What follows belongs to an exercise in optimizing a design on an open flow for small area, a short achievable clock period and few clock cycles; a production flow would make more cautious choices.
In this exercise RTL edits were held to simulation tests only and were not proved equivalent to the original.
No activity file was given, so power comes from the tool's default toggle rates.

==> inputs of raven <==
==> flow/design.v <==
module nicore_mdu(
  input         clock,
  input         reset,
  input         flush,
  input         mul_valid,
  input         mulw,
  input  [1:0]  mul_op,
  input  [63:0] multiplicand,
  input  [63:0] multiplier,
  output        mul_out_valid,
  output [63:0] mul_result,
  input         div_valid,
  input         divw,
  input         div_signed,
  input  [63:0] dividend,
  input  [63:0] divisor,
  output        div_out_valid,
  output [63:0] quotient,
  output [63:0] remainder
);
  reg sMUL, sDSETUP, sDSHIFT, sDITER, sDCORR, sDNEGR, sDNEGQ, sDONE;
  reg [65:0] H;
  reg [65:0] L;
  reg [64:0] M;
  reg [6:0]  cnt;
  reg [6:0]  tsh;
  reg        prev;
  reg        isdiv, w, hi, sgn, sa, sb, full, noit;
  reg cx_H, cx_HL, cx_nH, cx_nL;
  reg c0n, c0m1, c0m2, c1n, c1m1, c1m2, c2n, c2m1, c2m2, ccin, cinj0, cskip;
  function [6:0] lzc64(input [63:0] v);
    reg [31:0] z1; reg [31:0] c1;
    reg [15:0] z2; reg [31:0] c2;
    reg [7:0]  z3; reg [23:0] c3;
    reg [3:0]  z4; reg [15:0] c4;
    reg [1:0]  z5; reg [9:0]  c5;
    reg        z6; reg [5:0]  c6;
    integer k;
    begin
      for (k = 0; k < 32; k = k + 1) begin
        z1[k] = ~(v[2*k+1] | v[2*k]);
        c1[k] = ~v[2*k+1];
      end
      for (k = 0; k < 16; k = k + 1) begin
        z2[k] = z1[2*k+1] & z1[2*k];
        c2[2*k +: 2] = z1[2*k+1] ? {1'b1, c1[2*k]} : {1'b0, c1[2*k+1]};
      end
      for (k = 0; k < 8; k = k + 1) begin
        z3[k] = z2[2*k+1] & z2[2*k];
        c3[3*k +: 3] = z2[2*k+1] ? {1'b1, c2[2*(2*k) +: 2]} : {1'b0, c2[2*(2*k+1) +: 2]};
      end
      for (k = 0; k < 4; k = k + 1) begin
        z4[k] = z3[2*k+1] & z3[2*k];
        c4[4*k +: 4] = z3[2*k+1] ? {1'b1, c3[3*(2*k) +: 3]} : {1'b0, c3[3*(2*k+1) +: 3]};
      end
      for (k = 0; k < 2; k = k + 1) begin
        z5[k] = z4[2*k+1] & z4[2*k];
        c5[5*k +: 5] = z4[2*k+1] ? {1'b1, c4[4*(2*k) +: 4]} : {1'b0, c4[4*(2*k+1) +: 4]};
      end
      z6 = z5[1] & z5[0];
      c6 = z5[1] ? {1'b1, c5[4:0]} : {1'b0, c5[9:5]};
      lzc64 = z6 ? 7'd64 : {1'b0, c6};
    end
  endfunction
  function [2:0] booth(input [2:0] b);
    booth = {b[2], b[1] ^ b[0], (b[2] & ~b[1] & ~b[0]) | (~b[2] & b[1] & b[0])};
  endfunction
  wire [71:0] Hs  = {{6{H[65]}}, H};
  wire [71:0] X   = ({72{cx_H}}  &  Hs)
                  | ({72{cx_HL}} &  {{6{H[64]}}, H[64:0], L[63]})
                  | ({72{cx_nH}} & ~Hs)
                  | ({72{cx_nL}} &  {8'hff, ~L[63:0]});
  wire [71:0] Me  = {{7{M[64]}}, M};
  wire [71:0] Me2 = {Me[70:0], 1'b0};
  wire [71:0] pp0 = (({72{c0m1}} & Me) | ({72{c0m2}} & Me2)) ^ {72{c0n}};
  wire [71:0] pp1 = (({72{c1m1}} & Me) | ({72{c1m2}} & Me2)) ^ {72{c1n}};
  wire [71:0] pp2 = (({72{c2m1}} & Me) | ({72{c2m2}} & Me2)) ^ {72{c2n}};
  wire        inj1 = sMUL & c1n;
  wire        inj2 = sMUL & c2n;
  wire [71:0] p1s = {pp1[69:0], inj1, inj1 | cinj0};
  wire [71:0] p2s = {pp2[67:0], {4{inj2}}};
  wire [71:0] s1  = pp0 ^ p1s ^ p2s;
  wire [71:0] c1  = {(pp0[70:0] & p1s[70:0]) | (pp0[70:0] & p2s[70:0]) | (p1s[70:0] & p2s[70:0]), inj1};
  wire [71:0] cs_s = X ^ s1 ^ c1;
  wire [71:0] cs_c = {(X[70:0] & s1[70:0]) | (X[70:0] & c1[70:0]) | (s1[70:0] & c1[70:0]), inj2};
  wire [72:0] sumx = {cs_s, 1'b1} + {cs_c, ccin};
  wire [71:0] sum  = sumx[72:1];
  wire        psn  = sum[65];
  wire        bzero  = (M[63:0] == 64'd0);
  wire        wrapU  = ~sgn & (w ? (M[31] & (|M[30:0])) : (M[63] & (|M[62:0])));
  wire        full_n = bzero | wrapU;
  wire [6:0]  lzAp   = lzc64(L[63:0]);
  wire [6:0]  lzAn   = lzc64({~L[62:0], 1'b1});
  wire [6:0]  lzBp   = lzc64(M[63:0]);
  wire [6:0]  lzBn   = lzc64(~M[63:0]);
  wire [6:0]  lzA    = sa ? lzAn : lzAp;
  wire [6:0]  lzB    = sb ? lzBn : lzBp;
  wire [7:0]  dd     = {1'b0, lzB} - {1'b0, lzA};    
  wire        dbig   = dd[6] | (&dd[5:0]);
  reg  [6:0]  t_n, n_n;
  reg         noit_n;
  always @(*) begin
    noit_n = 1'b0;
    if (full_n) begin
      t_n = 7'd0; n_n = w ? 7'd31 : 7'd63;
    end else if (dd[7]) begin
      t_n = 7'd64; n_n = 7'd0; noit_n = 1'b1;
    end else if (dbig) begin
      t_n = 7'd0; n_n = 7'd63;
    end else begin
      t_n = {1'b0, ~dd[5:0]}; n_n = dd[6:0];
    end
  end
  wire [63:0] r0 = tsh[0] ? {L[62:0],  L[63]}     : L[63:0];
  wire [63:0] r1 = tsh[1] ? {r0[61:0], r0[63:62]} : r0;
  wire [63:0] r2 = tsh[2] ? {r1[59:0], r1[63:60]} : r1;
  wire [63:0] r3 = tsh[3] ? {r2[55:0], r2[63:56]} : r2;
  wire [63:0] r4 = tsh[4] ? {r3[47:0], r3[63:48]} : r3;
  wire [63:0] r5 = tsh[5] ? {r4[31:0], r4[63:32]} : r4;
  reg  [63:0] lowmask;
  integer i;
  always @(*) begin
    for (i = 0; i < 64; i = i + 1) lowmask[i] = ({1'b0, tsh} > i);
  end
  wire idle      = ~(sMUL | sDSETUP | sDSHIFT | sDITER | sDCORR | sDNEGR | sDNEGQ | sDONE);
  wire start_mul = idle & mul_valid & ~flush;
  wire start_div = idle & ~mul_valid & div_valid & ~flush;
  wire go        = ~flush;
  wire negq      = sa ^ sb;
  wire [6:0] cnt_m    = cnt - (cskip ? 7'd3 : 7'd1);
  wire       mul_last = (cnt_m == 7'd0);
  wire       cnt_z    = (cnt == 7'd0);
  wire       cnt_1    = (cnt == 7'd1);
  wire goto_post = go & ((sDSHIFT & noit) | (sDITER & cnt_z & ~psn));
  wire nMUL   = start_mul | (sMUL & go & ~mul_last);
  wire nDSETUP = start_div;
  wire nDSHIFT = sDSETUP & go;
  wire nDITER = go & ((sDSHIFT & ~noit) | (sDITER & ~cnt_z));
  wire nDCORR = go & sDITER & cnt_z & psn;
  wire nDNEGR = goto_post & sa;
  wire post_q = (goto_post & ~sa) | (go & (sDNEGR | sDCORR));    
  wire nDNEGQ = post_q & negq;
  wire nDONE  = (sMUL & go & mul_last) | (post_q & ~negq) | (go & sDNEGQ);
  wire [18:0] mwin = start_mul ? {multiplier[17:0], 1'b0}
                   : (cskip ? L[35:17] : L[23:5]);
  wire [2:0]  nb0  = booth(mwin[2:0]);
  wire [2:0]  nb1  = booth(mwin[4:2]);
  wire [2:0]  nb2  = booth(mwin[6:4]);
  wire [6:0]  cnt_mn = start_mul ? (mulw ? 7'd6 : 7'd11) : cnt_m;
  wire        skip_n = (mwin == 19'd0 || mwin == {19{1'b1}}) && (cnt_mn >= 7'd3);
  wire psign_n = sDITER & psn;
  wire subM_n  = ~psign_n ^ sb;
  wire sa_in   = div_signed & (divw ? dividend[31] : dividend[63]);
  wire sb_in   = div_signed & (divw ? divisor[31] : divisor[63]);
  always @(posedge clock) begin
    if (reset) begin
      sMUL <= 1'b0; sDSETUP <= 1'b0; sDSHIFT <= 1'b0; sDITER <= 1'b0;
      sDCORR <= 1'b0; sDNEGR <= 1'b0; sDNEGQ <= 1'b0; sDONE <= 1'b0;
    end else begin
      sMUL <= nMUL; sDSETUP <= nDSETUP; sDSHIFT <= nDSHIFT; sDITER <= nDITER;
      sDCORR <= nDCORR; sDNEGR <= nDNEGR; sDNEGQ <= nDNEGQ; sDONE <= nDONE;
    end
  end
  always @(posedge clock) begin
    cx_H  <= nMUL | (nDCORR & ~sa);
    cx_HL <= nDITER;
    cx_nH <= nDNEGR | (nDCORR & sa);
    cx_nL <= nDNEGQ | (nDSETUP & sa_in);
    c0m1  <= (nMUL & nb0[1]) | nDITER | nDCORR | (nDSETUP & ~sa_in);
    c0m2  <= nMUL & nb0[0];
    c0n   <= (nMUL & nb0[2]) | (nDITER & subM_n) | (nDCORR & (sb ^ sa)) | (nDSETUP & ~sa_in);
    c1m1  <= nMUL & nb1[1];
    c1m2  <= nMUL & nb1[0];
    c1n   <= nMUL & nb1[2];
    c2m1  <= nMUL & nb2[1];
    c2m2  <= nMUL & nb2[0];
    c2n   <= nMUL & nb2[2];
    ccin  <= (nMUL & nb0[2]) | (nDITER & subM_n) | (nDCORR & (sb | sa)) | nDSETUP | nDNEGR | nDNEGQ;
    cinj0 <= nDCORR & sa & ~sb;
    cskip <= nMUL & skip_n;
  end
  always @(posedge clock) begin
    if (idle) begin
      H    <= 66'd0;
      prev <= 1'b0;
      cnt  <= mulw ? 7'd6 : 7'd11;
      if (mul_valid) begin
        isdiv <= 1'b0;
        w     <= mulw;
        hi    <= ~mulw & (mul_op != 2'd0);
        L     <= {{2{mul_op == 2'd1 & multiplier[63]}}, multiplier};
        M     <= {mul_op[0] & multiplicand[63], multiplicand};
      end else begin
        isdiv <= 1'b1;
        w     <= divw;
        sgn   <= div_signed;
        sa    <= sa_in;
        sb    <= sb_in;
        L     <= {2'b00, divw ? {{32{div_signed & dividend[31]}}, dividend[31:0]} : dividend};
        M     <= divw ? {{33{div_signed & divisor[31]}}, divisor[31:0]}
                      : {div_signed & divisor[63], divisor};
      end
    end
    if (sMUL) begin
      if (cskip) begin
        H    <= {{18{H[65]}}, H[65:18]};
        L    <= {H[17:0], L[65:18]};
        prev <= L[17];
      end else begin
        H    <= sum[71:6];
        L    <= {sum[5:0], L[65:6]};
        prev <= L[5];
      end
      cnt <= cnt_m;
    end
    if (sDCORR | sDNEGR) H <= sum[65:0];
    if (sDSETUP) begin
      full <= full_n;
      noit <= noit_n;
      tsh  <= t_n;
      cnt  <= n_n;
      if (sa) begin
        L[63:0] <= sum[63:0];
        H <= 66'd0;
      end else begin
        H <= w ? {34'd0, sum[31:0]} : {2'b00, sum[63:0]};
      end
    end
    if (sDSHIFT) begin
      if (full) begin
        if (w) L[63:0] <= {L[31:0], 31'd0, 1'b1};
      end else begin
        H <= {2'b00, r5 & lowmask};
        L[63:0] <= r5 & ~lowmask;
      end
    end
    if (sDITER) begin
      H     <= sum[65:0];
      L[63:0] <= {L[62:0], ~psn};
      cnt   <= cnt - 7'd1;
    end
    if (sDNEGQ) L[63:0] <= sum[63:0];
  end
  assign mul_out_valid = sDONE & ~isdiv;
  assign div_out_valid = sDONE & isdiv;
  assign mul_result    = w ? {{32{L[61]}}, L[61:30]} : (hi ? {H[61:0], L[65:64]} : L[63:0]);
  assign quotient      = L[63:0];
  assign remainder     = H[63:0];
endmodule
==> flow/flow/run.sh <==
#!/bin/bash
# The standard layout, with a small buffer (buf_1) on every input and output
# port instead of the resizer's default choice. Everything else, synthesis
# included, is the standard flow (standard.sh).
set -euo pipefail
export BUFFER_PORTS_ARGS="-buffer_cell sky130_fd_sc_hd__buf_1"
bash standard.sh finish > standard.log 2>&1
==> flow/standard.sh <==
#!/bin/bash
# synth_recipe.tcl (not shown) runs the flow's synth.tcl, then flattens the netlist and writes it again
# the make line also repeats each setting of config.mk as NAME=value (left out here)
make -C /OpenROAD-flow-scripts/flow DESIGN_CONFIG=/design/flow/config.mk WORK_HOME=/design/flow/orfs CLKGATE_MAP_FILE= SYNTH_SCRIPT=/design/flow/synth_recipe.tcl "${@:-finish}"
==> flow/config.mk <==
export PLATFORM = sky130hd
export DESIGN_NAME = nicore_mdu
export DESIGN_NICKNAME = nicore_mdu
export VERILOG_FILES = /design/flow/design.v
export SDC_FILE = /design/flow/constraint.sdc
export NUM_CORES = 4
export LEC_CHECK = 0
export ABC_AREA = 1
export CAP_MARGIN = 20
export CORE_MARGIN = 2
export CORE_UTILIZATION = 30
export SETUP_SLACK_MARGIN = 5
export SLEW_MARGIN = 20
==> flow/constraint.sdc <==
create_clock -name core_clock -period 10.0 [get_ports {clock}]
set_input_delay 2.0000 -clock core_clock [delete_from_list [all_inputs] [get_ports {clock}]]
set_output_delay 2.0000 -clock core_clock [all_outputs]
set_load 0.01 [all_outputs]
==> maple (differences from raven) <==
==> flow/design.v (replaced) <==
module nicore_mdu(
  input         clock,
  input         reset,
  input         flush,
  input         mul_valid,
  input         mulw,
  input  [1:0]  mul_op,
  input  [63:0] multiplicand,
  input  [63:0] multiplier,
  output        mul_out_valid,
  output [63:0] mul_result,
  input         div_valid,
  input         divw,
  input         div_signed,
  input  [63:0] dividend,
  input  [63:0] divisor,
  output        div_out_valid,
  output [63:0] quotient,
  output [63:0] remainder
);
  reg sMUL, sMCORR, sDSETUP, sDSHIFT, sDITER, sDCORR, sDNEGR, sDNEGQ, sDONE;
  reg [65:0] H;
  reg [63:0] L;
  reg [64:0] M;
  reg [6:0]  cnt;
  reg [6:0]  tsh;
  reg        prev;
  reg        isdiv, w, hi, sgn, corr, sa, sb, full, noit;
  reg cx_H, cx_HL, cx_nH, cx_nL;
  reg c0n, c0m1, c0m2, c1n, c1m1, c1m2, ccin, cinj0, cskip;
  function [6:0] lzc64(input [63:0] v);
    reg [31:0] z1; reg [31:0] c1;
    reg [15:0] z2; reg [31:0] c2;
    reg [7:0]  z3; reg [23:0] c3;
    reg [3:0]  z4; reg [15:0] c4;
    reg [1:0]  z5; reg [9:0]  c5;
    reg        z6; reg [5:0]  c6;
    integer k;
    begin
      for (k = 0; k < 32; k = k + 1) begin
        z1[k] = ~(v[2*k+1] | v[2*k]);
        c1[k] = ~v[2*k+1];
      end
      for (k = 0; k < 16; k = k + 1) begin
        z2[k] = z1[2*k+1] & z1[2*k];
        c2[2*k +: 2] = z1[2*k+1] ? {1'b1, c1[2*k]} : {1'b0, c1[2*k+1]};
      end
      for (k = 0; k < 8; k = k + 1) begin
        z3[k] = z2[2*k+1] & z2[2*k];
        c3[3*k +: 3] = z2[2*k+1] ? {1'b1, c2[2*(2*k) +: 2]} : {1'b0, c2[2*(2*k+1) +: 2]};
      end
      for (k = 0; k < 4; k = k + 1) begin
        z4[k] = z3[2*k+1] & z3[2*k];
        c4[4*k +: 4] = z3[2*k+1] ? {1'b1, c3[3*(2*k) +: 3]} : {1'b0, c3[3*(2*k+1) +: 3]};
      end
      for (k = 0; k < 2; k = k + 1) begin
        z5[k] = z4[2*k+1] & z4[2*k];
        c5[5*k +: 5] = z4[2*k+1] ? {1'b1, c4[4*(2*k) +: 4]} : {1'b0, c4[4*(2*k+1) +: 4]};
      end
      z6 = z5[1] & z5[0];
      c6 = z5[1] ? {1'b1, c5[4:0]} : {1'b0, c5[9:5]};
      lzc64 = z6 ? 7'd64 : {1'b0, c6};
    end
  endfunction
  function [2:0] booth(input [2:0] b);
    booth = {b[2], b[1] ^ b[0], (b[2] & ~b[1] & ~b[0]) | (~b[2] & b[1] & b[0])};
  endfunction
  wire [69:0] Hs  = {{4{H[65]}}, H};
  wire [69:0] X   = ({70{cx_H}}  &  Hs)
                  | ({70{cx_HL}} &  {{4{H[64]}}, H[64:0], L[63]})
                  | ({70{cx_nH}} & ~Hs)
                  | ({70{cx_nL}} &  {6'h3f, ~L});
  wire [69:0] Me  = {{5{M[64]}}, M};
  wire [69:0] Me2 = {Me[68:0], 1'b0};
  wire [69:0] pp0 = (({70{c0m1}} & Me) | ({70{c0m2}} & Me2)) ^ {70{c0n}};
  wire [69:0] pp1 = (({70{c1m1}} & Me) | ({70{c1m2}} & Me2)) ^ {70{c1n}};
  wire        inj1 = sMUL & c1n;
  wire        inj0 = (sMUL & c0n) | cinj0;
  wire [69:0] p1s = {pp1[67:0], inj1, inj1};
  wire [69:0] cs_s = X ^ pp0 ^ p1s;
  wire [69:0] cs_c = {(X[68:0] & pp0[68:0]) | (X[68:0] & p1s[68:0]) | (pp0[68:0] & p1s[68:0]), inj0};
  wire [70:0] sumx = {cs_s, 1'b1} + {cs_c, ccin};
  wire [69:0] sum  = sumx[70:1];
  wire        psn  = sum[65];
  wire        bzero  = (M[63:0] == 64'd0);
  wire        wrapU  = ~sgn & (w ? (M[31] & (|M[30:0])) : (M[63] & (|M[62:0])));
  wire        full_n = bzero | wrapU;
  wire [6:0]  lzAp   = lzc64(L);
  wire [6:0]  lzAn   = lzc64({~L[62:0], 1'b1});
  wire [6:0]  lzBp   = lzc64(M[63:0]);
  wire [6:0]  lzBn   = lzc64(~M[63:0]);
  wire [6:0]  lzA    = sa ? lzAn : lzAp;
  wire [6:0]  lzB    = sb ? lzBn : lzBp;
  wire [7:0]  dd     = {1'b0, lzB} - {1'b0, lzA};    
  wire        dbig   = dd[6] | (&dd[5:0]);
  reg  [6:0]  t_n, n_n;
  reg         noit_n;
  always @(*) begin
    noit_n = 1'b0;
    if (full_n) begin
      t_n = 7'd0; n_n = w ? 7'd31 : 7'd63;
    end else if (dd[7]) begin
      t_n = 7'd64; n_n = 7'd0; noit_n = 1'b1;
    end else if (dbig) begin
      t_n = 7'd0; n_n = 7'd63;
    end else begin
      t_n = {1'b0, ~dd[5:2], 2'b00}; n_n = {dd[6:2], 2'b11};
    end
  end
  wire [63:0] r1 = L;
  wire [63:0] r2 = tsh[2] ? {r1[59:0], r1[63:60]} : r1;
  wire [63:0] r3 = tsh[3] ? {r2[55:0], r2[63:56]} : r2;
  wire [63:0] r4 = tsh[4] ? {r3[47:0], r3[63:48]} : r3;
  wire [63:0] r5 = tsh[5] ? {r4[31:0], r4[63:32]} : r4;
  reg  [63:0] lowmask;
  integer i;
  always @(*) begin
    for (i = 0; i < 64; i = i + 1) lowmask[i] = ({1'b0, tsh} > i);
  end
  wire idle      = ~(sMUL | sMCORR | sDSETUP | sDSHIFT | sDITER | sDCORR | sDNEGR | sDNEGQ | sDONE);
  wire start_mul = idle & mul_valid & ~flush;
  wire start_div = idle & ~mul_valid & div_valid & ~flush;
  wire go        = ~flush;
  wire negq      = sa ^ sb;
  wire [6:0] cnt_m    = cnt - (cskip ? 7'd4 : 7'd1);
  wire       mul_last = (cnt_m == 7'd0);
  wire       cnt_z    = (cnt == 7'd0);
  wire       cnt_1    = (cnt == 7'd1);
  wire goto_post = go & ((sDSHIFT & noit) | (sDITER & cnt_z & ~psn));
  wire nMUL   = start_mul | (sMUL & go & ~mul_last);
  wire nMCORR = sMUL & go & mul_last & corr;
  wire nDSETUP = start_div;
  wire nDSHIFT = sDSETUP & go;
  wire nDITER = go & ((sDSHIFT & ~noit) | (sDITER & ~cnt_z));
  wire nDCORR = go & sDITER & cnt_z & psn;
  wire nDNEGR = goto_post & sa;
  wire post_q = (goto_post & ~sa) | (go & (sDNEGR | sDCORR));    
  wire nDNEGQ = post_q & negq;
  wire nDONE  = (sMUL & go & mul_last & ~corr) | (sMCORR & go) | (post_q & ~negq) | (go & sDNEGQ);
  wire [16:0] mwin = start_mul ? {multiplier[15:0], 1'b0}
                   : (cskip ? L[31:15] : L[19:3]);
  wire [2:0]  nb0  = booth(mwin[2:0]);
  wire [2:0]  nb1  = booth(mwin[4:2]);
  wire [6:0]  cnt_mn = start_mul ? (mulw ? 7'd8 : 7'd16) : cnt_m;
  wire        skip_n = (mwin == 17'd0 || mwin == {17{1'b1}}) && (cnt_mn >= 7'd4);
  wire psign_n = sDITER & psn;
  wire subM_n  = ~psign_n ^ sb;
  wire sa_in   = div_signed & (divw ? dividend[31] : dividend[63]);
  wire sb_in   = div_signed & (divw ? divisor[31] : divisor[63]);
  always @(posedge clock) begin
    if (reset) begin
      sMUL <= 1'b0; sMCORR <= 1'b0; sDSETUP <= 1'b0; sDSHIFT <= 1'b0; sDITER <= 1'b0;
      sDCORR <= 1'b0; sDNEGR <= 1'b0; sDNEGQ <= 1'b0; sDONE <= 1'b0;
    end else begin
      sMUL <= nMUL; sMCORR <= nMCORR; sDSETUP <= nDSETUP; sDSHIFT <= nDSHIFT; sDITER <= nDITER;
      sDCORR <= nDCORR; sDNEGR <= nDNEGR; sDNEGQ <= nDNEGQ; sDONE <= nDONE;
    end
  end
  always @(posedge clock) begin
    cx_H  <= nMUL | nMCORR | (nDCORR & ~sa);
    cx_HL <= nDITER;
    cx_nH <= nDNEGR | (nDCORR & sa);
    cx_nL <= nDNEGQ | (nDSETUP & sa_in);
    c0m1  <= (nMUL & nb0[1]) | nMCORR | nDITER | nDCORR | (nDSETUP & ~sa_in);
    c0m2  <= nMUL & nb0[0];
    c0n   <= (nMUL & nb0[2]) | (nDITER & subM_n) | (nDCORR & (sb ^ sa)) | (nDSETUP & ~sa_in);
    c1m1  <= nMUL & nb1[1];
    c1m2  <= nMUL & nb1[0];
    c1n   <= nMUL & nb1[2];
    ccin  <= (nMUL & nb1[2]) | (nDITER & subM_n) | (nDCORR & (sb | sa)) | nDSETUP | nDNEGR | nDNEGQ;
    cinj0 <= nDCORR & sa & ~sb;
    cskip <= nMUL & skip_n;
  end
  always @(posedge clock) begin
    if (idle) begin
      H    <= 66'd0;
      prev <= 1'b0;
      cnt  <= mulw ? 7'd8 : 7'd16;
      if (mul_valid) begin
        isdiv <= 1'b0;
        w     <= mulw;
        hi    <= ~mulw & (mul_op != 2'd0);
        corr  <= ~mulw & mul_op[1] & multiplier[63];
        L     <= multiplier;
        M     <= {mul_op[0] & multiplicand[63], multiplicand};
      end else begin
        isdiv <= 1'b1;
        w     <= divw;
        sgn   <= div_signed;
        sa    <= sa_in;
        sb    <= sb_in;
        L     <= divw ? {{32{div_signed & dividend[31]}}, dividend[31:0]} : dividend;
        M     <= divw ? {{33{div_signed & divisor[31]}}, divisor[31:0]}
                      : {div_signed & divisor[63], divisor};
      end
    end
    if (sMUL) begin
      if (cskip) begin
        H    <= {{16{H[65]}}, H[65:16]};
        L    <= {H[15:0], L[63:16]};
        prev <= L[15];
      end else begin
        H    <= sum[69:4];
        L    <= {sum[3:0], L[63:4]};
        prev <= L[3];
      end
      cnt <= cnt_m;
    end
    if (sMCORR | sDCORR | sDNEGR) H <= sum[65:0];
    if (sDSETUP) begin
      full <= full_n;
      noit <= noit_n;
      tsh  <= t_n;
      cnt  <= n_n;
      if (sa) begin
        L <= sum[63:0];
        H <= 66'd0;
      end else begin
        H <= w ? {34'd0, sum[31:0]} : {2'b00, sum[63:0]};
      end
    end
    if (sDSHIFT) begin
      if (full) begin
        if (w) L <= {L[31:0], 31'd0, 1'b1};
      end else begin
        H <= {2'b00, r5 & lowmask};
        L <= r5 & ~lowmask;
      end
    end
    if (sDITER) begin
      H     <= sum[65:0];
      L     <= {L[62:0], ~psn};
      cnt   <= cnt - 7'd1;
    end
    if (sDNEGQ) L <= sum[63:0];
  end
  assign mul_out_valid = sDONE & ~isdiv;
  assign div_out_valid = sDONE & isdiv;
  assign mul_result    = w ? {{32{L[63]}}, L[63:32]} : (hi ? H[63:0] : L);
  assign quotient      = L;
  assign remainder     = H[63:0];
endmodule
- ABC_AREA: 1 -> unset
- CORE_UTILIZATION: 30 -> 40
==> run notes <==
Run status: raven no timing/DRC/antenna violations; maple no timing/DRC/antenna violations
Number of antenna violations at the first check in global routing: raven 42; maple 20
Leakage: raven 23.2 nW; maple 14.9 nW
Post-synthesis to final-layout area growth: raven 16.6%; maple 15.5%
Core Util, Final: raven 35.1%; maple 46.7%
Seq/total area: raven 11.5%; maple 14.3%
Total Power: raven 12.5 mW; maple 7.50 mW
Instance count after placement with tap cells included: raven 9522; maple 5840
Buffers plus inverters on the worst setup path: raven 3; maple 1
Max-slew headroom at the worst pin: raven 8.30%; maple 5.41%
DR iter-0 viols: raven 10.3k; maple 7103
Routing usage on met2: raven 57.4%; maple 61.9%
Wire length on met2: raven 127000 µm; maple 81900 µm
Destination of the critical timing path: raven mul_result[28]; maple cnt[4]
Global Route Usage Sum: raven 42.5%; maple 45.9%
Testbench counts of raven, summed over its fixed seeds: cycles 34,900.
Testbench counts of maple, summed over its fixed seeds: cycles 40,663.

[what the ideal ports hide]
The results above use ideal ports. As a check the final layouts listed here were re-extracted and re-timed, cells and wires unchanged.
Step 1, drivers: a clkbuf_16 drives clock and a buf_2 each remaining input, both assumed.
Step 2 times the ports against the registers' clock, not the clock port: input delays grow and output delays shrink by t, the midpoint of the rising clock arrivals with the driver on.
Slacks: no drivers / after step 1 / after step 2; pairs: no drivers / after step 1.
run | t (ns) | setup WS [ns] | worst register clock-pin slew, ns
raven | 0.722 | 4.918 / 4.825 / 4.510 | 0.07 / 0.07
maple | 0.653 | 4.968 / 4.945 / 4.509 | 0.07 / 0.07
After both steps setup and hold are still met in every run listed. The setup slack of maple, which loses most, moves by -0.023 ns with the drivers and by -0.459 ns with both steps.
